This is an optimization exercise on Yosys and OpenROAD, whose aim is small area, not a production implementation. Only simulation tests tie the RTL to the original design; equivalence was not proved.

==> maple <==
## math_sqrtf32
module math_sqrtf32
(
	input logic 		clk,
	input logic 		rst_n,
	input logic 		sqrt_op_en,
	input logic [31:0] 	sqrt_rb,
	output logic 		sqrt_ra_en,
	output logic [31:0] sqrt_ra,
	output logic 		sqrt_lvf_flag
);
clock: 16.0 ns
lec_check: 0
abc_area: 1
cap_margin: 20
core_margin: 2
core_utilization: 40
cts_buf_list: sky130_fd_sc_hd__clkbuf_8
place_density: 0.9
slew_margin: 20
synth_memory_max_bits: 65536
standard.sh (not shown) runs the stock make flow with config.mk's settings and CLKGATE_MAP_FILE= SYNTH_SCRIPT=/design/flow/synth_recipe.tcl, a recipe that flattens the netlist after the stock synthesis.
==> flow/flow/run.sh <==
#!/bin/bash
# Own flow: the standard synthesis; then flow/gen4.py writes the same logic as a
# gate netlist (full adders and and-or carry chains mapped by hand) that keeps the
# standard synthesis's registers, names and cell types; then the standard layout.
# If the register sets do not match, the standard netlist is laid out instead.
set -uo pipefail
R=orfs/results/${FLOW_PLATFORM:-sky130hd}/math_sqrtf32/base
bash standard.sh synth > run_synth.log 2>&1 || exit 1
cp $R/1_2_yosys.v std_netlist.v
if python3 flow/gen4.py net flow/params.txt std_netlist.v gate_netlist.v > run_gen.log 2>&1; then
  cp gate_netlist.v $R/1_2_yosys.v
  rm -f $R/1_synth.odb $R/1_synth.sdc
  bash standard.sh synth > run_synth2.log 2>&1 || exit 1
fi
BUFFER_PORTS_ARGS="-buffer_cell sky130_fd_sc_hd__buf_1" bash standard.sh > run_layout.log 2>&1
Other scripts of this flow, unchanged in this note and not shown: flow/flow/gen4.py, flow/flow/params.txt
==> juniper (differences from maple) <==
--- a/flow/config.mk
+++ b/flow/config.mk
@@ -12,3 +12,2 @@
 export CTS_BUF_LIST = sky130_fd_sc_hd__clkbuf_8
-export PLACE_DENSITY = 0.9
 export SLEW_MARGIN = 20
==> amber (differences from maple) <==
--- a/flow/config.mk
+++ b/flow/config.mk
@@ -12,3 +12,3 @@
 export CTS_BUF_LIST = sky130_fd_sc_hd__clkbuf_8
-export PLACE_DENSITY = 0.9
+export PLACE_DENSITY = 0.95
 export SLEW_MARGIN = 20
==> comparison <==
In critical path depth, amber and maple do not differ.
The lowest global-route usage belongs to juniper, the highest to amber.
In die area, maple and juniper do not differ.
Against juniper, the first-iteration DRC count of maple is larger by about 110%.
Synthesized cell count is the same in amber and juniper.

==> 04-21: inputs <==
Starting RTL as in the previous note.
Settings: LEC_CHECK=0, ABC_AREA=1, CAP_MARGIN=5, CORE_MARGIN=2, CORE_UTILIZATION=40, CTS_BUF_LIST=sky130_fd_sc_hd__clkbuf_8, SLEW_MARGIN=5, SYNTH_MEMORY_MAX_BITS=65536; clock period 16.0 ns.
Scripts as last shown in full above: flow/flow/run.sh
Other scripts of this flow, unchanged in this note and not shown: flow/flow/gen4.py, flow/flow/params.txt
==> inputs of 05-27, as changes to 04-21 <==
--- a/flow/config.mk
+++ b/flow/config.mk
@@ -7,8 +7,9 @@
 export LEC_CHECK = 0
 export ABC_AREA = 1
-export CAP_MARGIN = 5
+export CAP_MARGIN = 20
 export CORE_MARGIN = 2
 export CORE_UTILIZATION = 40
 export CTS_BUF_LIST = sky130_fd_sc_hd__clkbuf_8
-export SLEW_MARGIN = 5
+export PLACE_DENSITY = 0.8
+export SLEW_MARGIN = 20
 export SYNTH_MEMORY_MAX_BITS = 65536
==> inputs of 11-28, as changes to 04-21 <==
--- a/flow/config.mk
+++ b/flow/config.mk
@@ -7,8 +7,10 @@
 export LEC_CHECK = 0
 export ABC_AREA = 1
-export CAP_MARGIN = 5
+export CAP_MARGIN = 20
 export CORE_MARGIN = 2
 export CORE_UTILIZATION = 40
 export CTS_BUF_LIST = sky130_fd_sc_hd__clkbuf_8
-export SLEW_MARGIN = 5
+export GPL_ROUTABILITY_DRIVEN = 0
+export PLACE_DENSITY = 0.85
+export SLEW_MARGIN = 20
 export SYNTH_MEMORY_MAX_BITS = 65536
==> comparison <==
11-28 finished with timing, DRC and antenna clean. 04-21 completed with no timing, DRC or antenna violations. 05-27 finished clean.
Fmax, highest first: 04-21, 11-28, 05-27.
The highest first-iteration DRC count belongs to 05-27, the lowest to 04-21.
Via count, lowest first: 04-21, 05-27, 11-28.
Between 04-21 and 05-27, the lower critical path depth is in 04-21 (gap 2).
The highest utilization belongs to 04-21, the lowest to 11-28.
==> figures <==
metric                                                                     04-21          11-28          05-27
Routed via count                                                          11,000         11,400         11,200
Stage delay of the slowest cell on the critical path                      520 ps         430 ps         430 ps
Fraction of the cycle the final worst path needs                           96.3%          96.9%          97.2%
Worst Max-Slew Pin Slew                                                   919 ps         933 ps         887 ps
Met3 wire length                                                     719 microns    647 microns    664 microns
Final standard cell count with taps included and fillers excluded          2,405          2,385          2,383
Register cell area after layout                                    0.00381 sq mm  0.00382 sq mm  0.00382 sq mm
Placed cell count                                                          2,365          2,337          2,340
Result of the run                                       timing/DRC/antenna clean  timing/DRC/antenna clean  timing/DRC/antenna clean
Met2 routed wirelength                                                   13.8 mm        15.2 mm        14.8 mm

==> v10 <==
Starting RTL as in the previous note.
export LEC_CHECK = 0
export ABC_AREA = 1
export CAP_MARGIN = 20
export CORE_MARGIN = 2
export CORE_UTILIZATION = 40
export CTS_BUF_LIST = sky130_fd_sc_hd__clkbuf_8
export CTS_CLUSTER_DIAMETER = 120
export CTS_CLUSTER_SIZE = 40
export SLEW_MARGIN = 20
export SYNTH_MEMORY_MAX_BITS = 65536
create_clock -name core_clock -period 16.0 [get_ports {clk}]
Scripts as last shown in full above: flow/flow/run.sh
Other scripts of this flow, unchanged in this note and not shown: flow/flow/gen4.py, flow/flow/params.txt
==> v36 (differences from v10) <==
--- a/flow/config.mk
+++ b/flow/config.mk
@@ -11,5 +11,5 @@
 export CORE_UTILIZATION = 40
-export CTS_BUF_LIST = sky130_fd_sc_hd__clkbuf_8
-export CTS_CLUSTER_DIAMETER = 120
-export CTS_CLUSTER_SIZE = 40
+export CTS_BUF_LIST = sky130_fd_sc_hd__clkbuf_16
+export CTS_CLUSTER_DIAMETER = 150
+export CTS_CLUSTER_SIZE = 50
 export SLEW_MARGIN = 20
==> notes.md <==
|  | v10 | v36 |
|---|---|---|
| Run status | timing/DRC/antenna clean | timing/DRC/antenna clean |
| Worst-case clock skew | 0.02002 ns | 0.01007 ns |
| GR Layer Usage met2 | 27.29% | 27.31% |
| Max-slew headroom | 38.70% | 36.39% |
| Sequential portion of the cell area | 22.71% | 22.44% |
| Longest individual stage delay on the worst path | 0.52 ns | 0.51 ns |
| Routed Wire Length | 26570 um | 26540 um |
| Post-route standard cell area excluding fillers | 16800 um2 | 17000 um2 |
| Met2 Wirelength | 13800 um | 13750 um |
| Final standard cell utilization of the core | 47.01% | 47.57% |
| Worst-case register-to-register setup slack | 0.60 ns | 0.58 ns |
| Clk tree area frac | 2.286% | 3.385% |
| Routed metal-1 wire length | 11810 um | 11870 um |
| Layout cell share with drive strength beyond 1 | 9.362% | 9.460% |
| Starting DRC count in detailed routing | 213 | 276 |
| Crit path arrival time | 15.83 ns | 15.79 ns |
| Final clock period utilization by the worst path | 96.27% | 96.40% |
| Setup WS post-layout | 0.5963 ns | 0.5760 ns |
| Post-cts sizing count | 1 | 2 |
| Area growth syn-to-layout | 15.11% | 16.50% |
| Net count of the finished layout | 2024 | 2025 |

## static timing again, ports no longer ideal
How much do the figures lean on ideal ports? The routed layouts below were timed once more, with nothing changed but the port constraints.
Step 1: set_driving_cell puts a clkbuf_16 on clk and a buf_2 on each other input, an assumption about the parent block.
Step 2 adds t to the input delays and takes it off the output delays; t is the mean of the earliest and latest rising clock arrival at the registers after step 1. Input paths then give back, and output paths get back, about the clock's delay inside the block.
Slacks: no drivers / after step 1 / after step 2; pairs: no drivers / after step 1.
| run | shift t [ns] | setup WS [ns] | worst setup path at the end | clock arrival spread, ns |
|---|---|---|---|---|
| maple | 0.518 | 0.462 / 0.462 / 0.462 | register to register | 0.015 / 0.015 |
| juniper | 0.531 | 0.596 / 0.596 / 0.596 | register to register | 0.020 / 0.020 |
| amber | 0.512 | 0.413 / 0.413 / 0.405 | input to register | 0.017 / 0.017 |
| 04-21 | 0.531 | 0.596 / 0.596 / 0.596 | register to register | 0.020 / 0.020 |
| 05-27 | 0.520 | 0.452 / 0.452 / 0.452 | register to register | 0.029 / 0.029 |
| 11-28 | 0.518 | 0.489 / 0.489 / 0.489 | register to register | 0.018 / 0.019 |
| v10 | 0.531 | 0.596 / 0.596 / 0.596 | register to register | 0.020 / 0.020 |
| v36 | 0.489 | 0.576 / 0.576 / 0.576 | register to register | 0.012 / 0.012 |
After both steps every run listed still meets setup and hold. For amber, which loses most, drivers alone change the setup slack by 0.000 ns; drivers and shift together by -0.008 ns.
